Context: an optimization exercise on an open-source flow, tuned for small area. The choices shown serve that exercise and are no tape-out recipe. At most, simulation tests tie the RTL to the original design; equivalence was not proved. The flow treats the clock pin as an ideal source, which a real chip does not have.

==> inputs of trial 64 <==
==> flow/design.v (excerpt) <==
module cpu(
    input clk,
    input reset,
    output wire [9:0] imem_addr,
    input wire [17:0] imem_data,
    output wire [9:0] dmem_addr,
    output wire dmem_we,
    output wire [17:0] dmem_wdata,
    input wire [17:0] dmem_rdata,
    output wire [3:0] debug_opcode,
    output wire debug_pc_write,
    output wire debug_branch
);
==> module rf_aoi22, before the edit <==
module rf_aoi22(input a0, input b0, input a1, input b1, output y);
    assign y = ~((a0 & b0) | (a1 & b1));
endmodule
==> module rf_read_bit, before the edit <==
module rf_read_bit(input [15:0] sel, input [15:0] d, input xs, input x, output y);
    wire [5:0] g;
    rf_aoi222 u0(.a0(sel[0]),  .b0(d[0]),  .a1(sel[1]),  .b1(d[1]),  .a2(sel[2]),  .b2(d[2]),  .y(g[0]));
    rf_aoi222 u1(.a0(sel[3]),  .b0(d[3]),  .a1(sel[4]),  .b1(d[4]),  .a2(sel[5]),  .b2(d[5]),  .y(g[1]));
    rf_aoi222 u2(.a0(sel[6]),  .b0(d[6]),  .a1(sel[7]),  .b1(d[7]),  .a2(sel[8]),  .b2(d[8]),  .y(g[2]));
    rf_aoi222 u3(.a0(sel[9]),  .b0(d[9]),  .a1(sel[10]), .b1(d[10]), .a2(sel[11]), .b2(d[11]), .y(g[3]));
    rf_aoi222 u4(.a0(sel[12]), .b0(d[12]), .a1(sel[13]), .b1(d[13]), .a2(sel[14]), .b2(d[14]), .y(g[4]));
    rf_aoi22  u5(.a0(sel[15]), .b0(d[15]), .a1(xs), .b1(x), .y(g[5]));
    rf_nand6  u6(.g(g), .y(y));
endmodule
==> module register_file, before the edit <==
module register_file(input [15:0] sel, input [287:0] regs, input xs, input [17:0] x, output [17:0] rdata);
    genvar b, i;
    generate
        for (b = 0; b < 18; b = b + 1) begin : bits
            wire [15:0] d;
            for (i = 0; i < 16; i = i + 1) begin : regs_i
                assign d[i] = regs[18*i + b];
            end
            rf_read_bit u(.sel(sel), .d(d), .xs(xs), .x(x[b]), .y(rdata[b]));
        end
    endgenerate
endmodule
==> module cpu, before the edit <==
module cpu(
    input clk,
    input reset,
    output wire [9:0] imem_addr,
    input wire [17:0] imem_data,
    output wire [9:0] dmem_addr,
    output wire dmem_we,
    output wire [17:0] dmem_wdata,
    input wire [17:0] dmem_rdata,
    output wire [3:0] debug_opcode,
    output wire debug_pc_write,
    output wire debug_branch
);
    reg [9:0] program_counter;
    reg ZF_bit, CF_bit;
    reg [17:0] regs [0:15];
    reg [15:0] valid;
    wire [3:0] opcode = imem_data[17:14];
    wire [3:0] rd  = imem_data[13:10];
    wire [3:0] rs1 = imem_data[9:6];
    wire [3:0] rs2 = imem_data[3:0];
    wire [9:0] addr = imem_data[9:0];
    wire [17:0] simm = {{12{imem_data[5]}}, imem_data[5:0]};
    wire is_st  = opcode == 4'd9;
    wire is_cmp = opcode == 4'd10;
    wire is_ld  = opcode == 4'd8;
    wire reg_write = (opcode != 4'd0) && (opcode[3] == 1'b0 ? opcode != 4'd7 : is_ld);
    wire use_rd = is_cmp | is_st;
    wire use_imm = (opcode == 4'd2) | (opcode == 4'd4);
    wire [15:0] rd_oh  = 16'd1 << rd;
    wire [15:0] rs1_oh = 16'd1 << rs1;
    wire [15:0] rs2_oh = 16'd1 << rs2;
    wire [15:0] oh_a = (use_rd ? rd_oh : rs1_oh) & valid;
    wire [15:0] oh_b = use_imm ? 16'd0 : rs2_oh & valid;
    wire [287:0] regs_flat;
    genvar gi;
    generate
        for (gi = 0; gi < 16; gi = gi + 1) begin : flat
            assign regs_flat[18*gi +: 18] = regs[gi];
        end
    endgenerate
    wire [17:0] rdata_a, opb;
    register_file port_a(.sel(oh_a), .regs(regs_flat), .xs(1'b0), .x(18'd0), .rdata(rdata_a));
    register_file port_b(.sel(oh_b), .regs(regs_flat), .xs(use_imm), .x(simm), .rdata(opb));
    wire [17:0] write_data;
    wire zf_in, cf_in;
    wire k_add = (opcode == 4'd1) | (opcode == 4'd2);
    wire k_and = (opcode == 4'd3) | (opcode == 4'd4);
    wire k_nand = opcode == 4'd5;
    wire k_nor = opcode == 4'd6;
    alu my_alu(.a(rdata_a), .b(opb), .m(dmem_rdata), .sub(is_cmp),
               .k_ld(is_ld), .k_add(k_add), .k_and(k_and), .k_nand(k_nand), .k_nor(k_nor),
               .wd(write_data), .zf(zf_in), .cf(cf_in));
    wire branch, pc_write;
    control_unit cu(.opcode(opcode), .ZF(ZF_bit), .CF(CF_bit), .branch(branch), .pc_write(pc_write));
    always @(posedge clk) begin
        if (reg_write) regs[rd] <= write_data;
    end
    always @(posedge clk or posedge reset) begin
        if (reset) begin
            valid <= 16'd0;
            program_counter <= 10'd1023;
            ZF_bit <= 1'b0;
            CF_bit <= 1'b0;
        end else begin
            if (reg_write) valid[rd] <= 1'b1;
            if (is_cmp) begin
                ZF_bit <= zf_in;
                CF_bit <= cf_in;
            end
            program_counter <= program_counter + (pc_write ? addr : 10'd1);
        end
    end
    assign imem_addr = program_counter;
    assign dmem_addr = addr;
    assign dmem_we = is_st;
    assign dmem_wdata = rdata_a;
    assign debug_opcode = opcode;
    assign debug_pc_write = pc_write;
    assign debug_branch = branch;
endmodule
clock: 7.0 ns
lec_check: 0
cap_margin: 20
core_margin: 2
core_utilization: 50
slew_margin: 20
synth_hierarchical: 1
synth_minimum_keep_size: 0
standard.sh (not shown) runs the stock make flow with config.mk's settings and CLKGATE_MAP_FILE= SYNTH_SCRIPT=/design/flow/synth_recipe.tcl, a recipe that flattens the netlist after the stock synthesis.
==> flow/flow/run.sh <==
#!/bin/bash
set -euo pipefail
export BUFFER_PORTS_ARGS="-buffer_cell sky130_fd_sc_hd__buf_1"
export CTS_ARGS="-sink_clustering_enable -repair_clock_nets -dont_use_dummy_load -buf_list sky130_fd_sc_hd__clkbuf_4 -sink_clustering_size 8 -sink_clustering_max_diameter 40"
bash standard.sh > flow.log 2>&1
==> inputs of build 26, as changes to trial 64 <==
--- a/flow/design.v
+++ b/flow/design.v
@@ -246,34 +246,88 @@
     end
     assign pc_write = branch | (opcode == 4'd7);
 endmodule
+module pc_fa(input a, input b, input c, output s, output co);
+    assign s = a ^ b ^ c;
+    assign co = (a & b) | (a & c) | (b & c);
+endmodule
+module pc_ha(input a, input b, output s, output co);
+    assign s = a ^ b;
+    assign co = a & b;
+endmodule
+module pc_xor2(input a, input b, output y);
+    assign y = a ^ b;
+endmodule
+module pc_and2(input a, input b, output y);
+    assign y = a & b;
+endmodule
+module pc_or2b(input a, input bn, output y);
+    assign y = a | ~bn;
+endmodule
+module pc_adder(input [9:0] pc, input pcw, input [9:0] addr, output [9:0] nxt);
+    wire [9:0] b;
+    wire [9:0] c;
+    wire t9;
+    pc_or2b b0(.a(addr[0]), .bn(pcw), .y(b[0]));
+    genvar i;
+    generate
+        for (i = 1; i < 10; i = i + 1) begin : bsel
+            pc_and2 u(.a(addr[i]), .b(pcw), .y(b[i]));
+        end
+    endgenerate
+    pc_ha h0(.a(pc[0]), .b(b[0]), .s(nxt[0]), .co(c[1]));
+    generate
+        for (i = 1; i < 9; i = i + 1) begin : add
+            pc_fa u(.a(pc[i]), .b(b[i]), .c(c[i]), .s(nxt[i]), .co(c[i+1]));
+        end
+    endgenerate
+    pc_xor2 x9a(.a(pc[9]), .b(b[9]), .y(t9));
+    pc_xor2 x9b(.a(t9), .b(c[9]), .y(nxt[9]));
+endmodule
 module rf_aoi222(input a0, input b0, input a1, input b1, input a2, input b2, output y);
     assign y = ~((a0 & b0) | (a1 & b1) | (a2 & b2));
 endmodule
-module rf_aoi22(input a0, input b0, input a1, input b1, output y);
-    assign y = ~((a0 & b0) | (a1 & b1));
+module rf_nand2(input a, input b, output y);
+    assign y = ~(a & b);
 endmodule
 module rf_nand6(input [5:0] g, output y);
     assign y = ~&g;
 endmodule
-module rf_read_bit(input [15:0] sel, input [15:0] d, input xs, input x, output y);
-    wire [5:0] g;
+module rf_nand6_or(input [5:0] g, input xs, input x, output y);
+    assign y = ~&g | (xs & x);
+endmodule
+module rf_groups(input [15:0] sel, input [15:0] d, output [5:0] g);
     rf_aoi222 u0(.a0(sel[0]),  .b0(d[0]),  .a1(sel[1]),  .b1(d[1]),  .a2(sel[2]),  .b2(d[2]),  .y(g[0]));
     rf_aoi222 u1(.a0(sel[3]),  .b0(d[3]),  .a1(sel[4]),  .b1(d[4]),  .a2(sel[5]),  .b2(d[5]),  .y(g[1]));
     rf_aoi222 u2(.a0(sel[6]),  .b0(d[6]),  .a1(sel[7]),  .b1(d[7]),  .a2(sel[8]),  .b2(d[8]),  .y(g[2]));
     rf_aoi222 u3(.a0(sel[9]),  .b0(d[9]),  .a1(sel[10]), .b1(d[10]), .a2(sel[11]), .b2(d[11]), .y(g[3]));
     rf_aoi222 u4(.a0(sel[12]), .b0(d[12]), .a1(sel[13]), .b1(d[13]), .a2(sel[14]), .b2(d[14]), .y(g[4]));
-    rf_aoi22  u5(.a0(sel[15]), .b0(d[15]), .a1(xs), .b1(x), .y(g[5]));
-    rf_nand6  u6(.g(g), .y(y));
+    rf_nand2  u5(.a(sel[15]), .b(d[15]), .y(g[5]));
+endmodule
+module register_file(input [15:0] sel, input [287:0] regs, output [17:0] rdata);
+    genvar b, i;
+    generate
+        for (b = 0; b < 18; b = b + 1) begin : bits
+            wire [15:0] d;
+            wire [5:0] g;
+            for (i = 0; i < 16; i = i + 1) begin : regs_i
+                assign d[i] = regs[18*i + b];
+            end
+            rf_groups u(.sel(sel), .d(d), .g(g));
+            rf_nand6 o(.g(g), .y(rdata[b]));
+        end
+    endgenerate
 endmodule
-module register_file(input [15:0] sel, input [287:0] regs, input xs, input [17:0] x, output [17:0] rdata);
+module register_file_x(input [15:0] sel, input [287:0] regs, input xs, input [17:0] x, output [17:0] rdata);
     genvar b, i;
     generate
         for (b = 0; b < 18; b = b + 1) begin : bits
             wire [15:0] d;
+            wire [5:0] g;
             for (i = 0; i < 16; i = i + 1) begin : regs_i
                 assign d[i] = regs[18*i + b];
             end
-            rf_read_bit u(.sel(sel), .d(d), .xs(xs), .x(x[b]), .y(rdata[b]));
+            rf_groups u(.sel(sel), .d(d), .g(g));
+            rf_nand6_or o(.g(g), .xs(xs), .x(x[b]), .y(rdata[b]));
         end
     endgenerate
 endmodule
@@ -319,8 +373,8 @@
         end
     endgenerate
     wire [17:0] rdata_a, opb;
-    register_file port_a(.sel(oh_a), .regs(regs_flat), .xs(1'b0), .x(18'd0), .rdata(rdata_a));
-    register_file port_b(.sel(oh_b), .regs(regs_flat), .xs(use_imm), .x(simm), .rdata(opb));
+    register_file port_a(.sel(oh_a), .regs(regs_flat), .rdata(rdata_a));
+    register_file_x port_b(.sel(oh_b), .regs(regs_flat), .xs(use_imm), .x(simm), .rdata(opb));
     wire [17:0] write_data;
     wire zf_in, cf_in;
     wire k_add = (opcode == 4'd1) | (opcode == 4'd2);
@@ -332,6 +386,8 @@
                .wd(write_data), .zf(zf_in), .cf(cf_in));
     wire branch, pc_write;
     control_unit cu(.opcode(opcode), .ZF(ZF_bit), .CF(CF_bit), .branch(branch), .pc_write(pc_write));
+    wire [9:0] pc_next;
+    pc_adder pc_add(.pc(program_counter), .pcw(pc_write), .addr(addr), .nxt(pc_next));
     always @(posedge clk) begin
         if (reg_write) regs[rd] <= write_data;
     end
@@ -347,7 +403,7 @@
                 ZF_bit <= zf_in;
                 CF_bit <= cf_in;
             end
-            program_counter <= program_counter + (pc_write ? addr : 10'd1);
+            program_counter <= pc_next;
         end
     end
     assign imem_addr = program_counter;
==> flow/flow/run.sh (replaced) <==
#!/bin/bash
set -euo pipefail
export BUFFER_PORTS_ARGS="-buffer_cell sky130_fd_sc_hd__buf_1"
export CTS_ARGS="-sink_clustering_enable -repair_clock_nets -dont_use_dummy_load -buf_list sky130_fd_sc_hd__clkbuf_4 -sink_clustering_size 8 -sink_clustering_max_diameter 40"
bash standard.sh cts > flow_cts.log 2>&1
R=orfs/results/sky130hd/cpu/base
DS_IN=$R/4_cts.odb DS_OUT=$R/4_cts_ds.odb DS_SDC=$R/4_cts.sdc DS_MARGIN=0.35 \
  openroad -no_init -exit flow/downsize.tcl > downsize.log 2>&1
mv -f $R/4_cts_ds.odb $R/4_cts.odb
bash standard.sh > flow.log 2>&1
==> flow/flow/downsize.tcl (new file) <==
# Post-CTS area recovery: each combinational cell is tried at the smaller
# drive strengths of its own family (same function and pins), smallest first;
# a change is kept only if the worst setup slack stays at least DS_MARGIN ns
# and the worst hold slack non-negative (placement-estimated parasitics).
# Flip-flops and clock cells are left alone. Then the usual design and timing
# repair, and detailed placement to legalize.
# Environment: DS_IN, DS_OUT (odb), DS_SDC, DS_MARGIN (ns), FLOW_HOME.
set platform $::env(FLOW_HOME)/platforms/sky130hd
read_liberty $platform/lib/sky130_fd_sc_hd__tt_025C_1v80.lib
read_db $::env(DS_IN)
read_sdc $::env(DS_SDC)
source $platform/setRC.tcl
estimate_parasitics -placement
set margin [expr {$::env(DS_MARGIN) * 1e-9}]
set block [ord::get_db_block]
set db [ord::get_db]

proc core_area {} {
  set a 0
  foreach inst [[ord::get_db_block] getInsts] {
    set m [$inst getMaster]
    if {[$m getType] eq "CORE"} { set a [expr {$a + [$m getWidth] * [$m getHeight]}] }
  }
  return [expr {$a / 1e6}]
}
puts "start area [format %.1f [core_area]] wns [sta::worst_slack_cmd max]"

# cell families: sky130_fd_sc_hd__<function>_<drive>
array set fam {}
foreach lib [$db getLibs] {
  foreach m [$lib getMasters] {
    set n [$m getName]
    if {[regexp {^(sky130_fd_sc_hd__[a-z0-9]+)_([0-9]+)$} $n -> base drv]} {
      lappend fam($base) [list [$m getWidth] $n]
    }
  }
}
set tried 0
set kept 0
foreach inst [$block getInsts] {
  set m [$inst getMaster]
  if {[$m getType] ne "CORE"} continue
  set n [$m getName]
  if {![regexp {^(sky130_fd_sc_hd__[a-z0-9]+)_([0-9]+)$} $n -> base drv]} continue
  if {[string match "*df*" $base] || [string match "*clk*" $base] || [string match "*dl*" $base]} continue
  set w [$m getWidth]
  foreach c [lsort -integer -index 0 $fam($base)] {
    set cw [lindex $c 0]
    set cn [lindex $c 1]
    if {$cw >= $w} break
    incr tried
    set iname [$inst getName]
    replace_cell [get_cells $iname] [get_lib_cells */$cn]
    estimate_parasitics -placement
    if {[sta::worst_slack_cmd max] < $margin || [sta::worst_slack_cmd min] < 0} {
      replace_cell [get_cells $iname] [get_lib_cells */$n]
      estimate_parasitics -placement
    } else {
      incr kept
      break
    }
  }
}
puts "tried $tried kept $kept"
estimate_parasitics -placement
repair_design
repair_timing -setup_margin [expr {$::env(DS_MARGIN) / 2.0}]
detailed_placement
check_placement
estimate_parasitics -placement
puts "end area [format %.1f [core_area]] wns [sta::worst_slack_cmd max] whs [sta::worst_slack_cmd min]"
write_db $::env(DS_OUT)
==> summary of the runs <==
Build 26 completed without violations. Trial 64 produced a clean layout. Between trial 64 and build 26, the lower via count is in build 26 (gap about 3.3%, measured against build 26). Between trial 64 and build 26, the lower first-iteration DRC count is in build 26 (gap about 9%, measured against build 26). Against build 26, the worst setup slack of trial 64 is better by 0.40 ns. Of build 26 and trial 64, trial 64 has the higher global-route usage (gap 3.1 points).
==> figures <==
Rows: build 26 62; trial 64 63
Share of final-layout standard cells stronger than drive strength 1: build 26 6.82%; trial 64 16.6%
Register share of the cell area: build 26 58.6%; trial 64 55.7%
Post-Route M1 WL: build 26 19.2 mm; trial 64 19.7 mm
Worst setup slack for register-to-register paths: build 26 1.96 ns; trial 64 2.29 ns
Area of the mapped netlist: build 26 0.0147 mm2; trial 64 0.0151 mm2
Routability congestion estimate: build 26 0.946; trial 64 0.943
Result of the run: build 26 no timing/DRC/antenna violations; trial 64 no timing/DRC/antenna violations
Layout multi-input combinational cell count: build 26 688; trial 64 728
Number of global-route vias before repair: build 26 10700; trial 64 11400
The RTL of trial 64 was laid out without a check of its function.

port drivers added, routing unchanged:
How much do the figures lean on ideal ports? The routed layouts below were timed once more, with nothing changed but the port constraints. Step 1: set_driving_cell puts a clkbuf_16 on clk and a buf_2 on each other input, an assumption about the parent block. Step 2 times the ports against the registers' clock, not the clock port: input delays grow and output delays shrink by t, the midpoint of the rising clock arrivals with the driver on. a / b / c = ideal ports / drivers / drivers and shift; a / b = the first two.
run | t (ns) | slack for setup (ns) | worst setup path at the end | latest minus earliest clock arrival (ns) | pins driven straight from the clock port
trial 64 | 0.715 | 0.604 / 0.622 / -0.093 | input to register | 0.092 / 0.092 | 1
build 26 | 0.709 | 0.205 / 0.228 / -0.481 | input to register | 0.101 / 0.102 | 1
Met with ideal ports but missed after step 2: setup timing in trial 64 and build 26. The setup slack of trial 64, which loses most, moves by +0.018 ns with the drivers and by -0.697 ns with both steps.
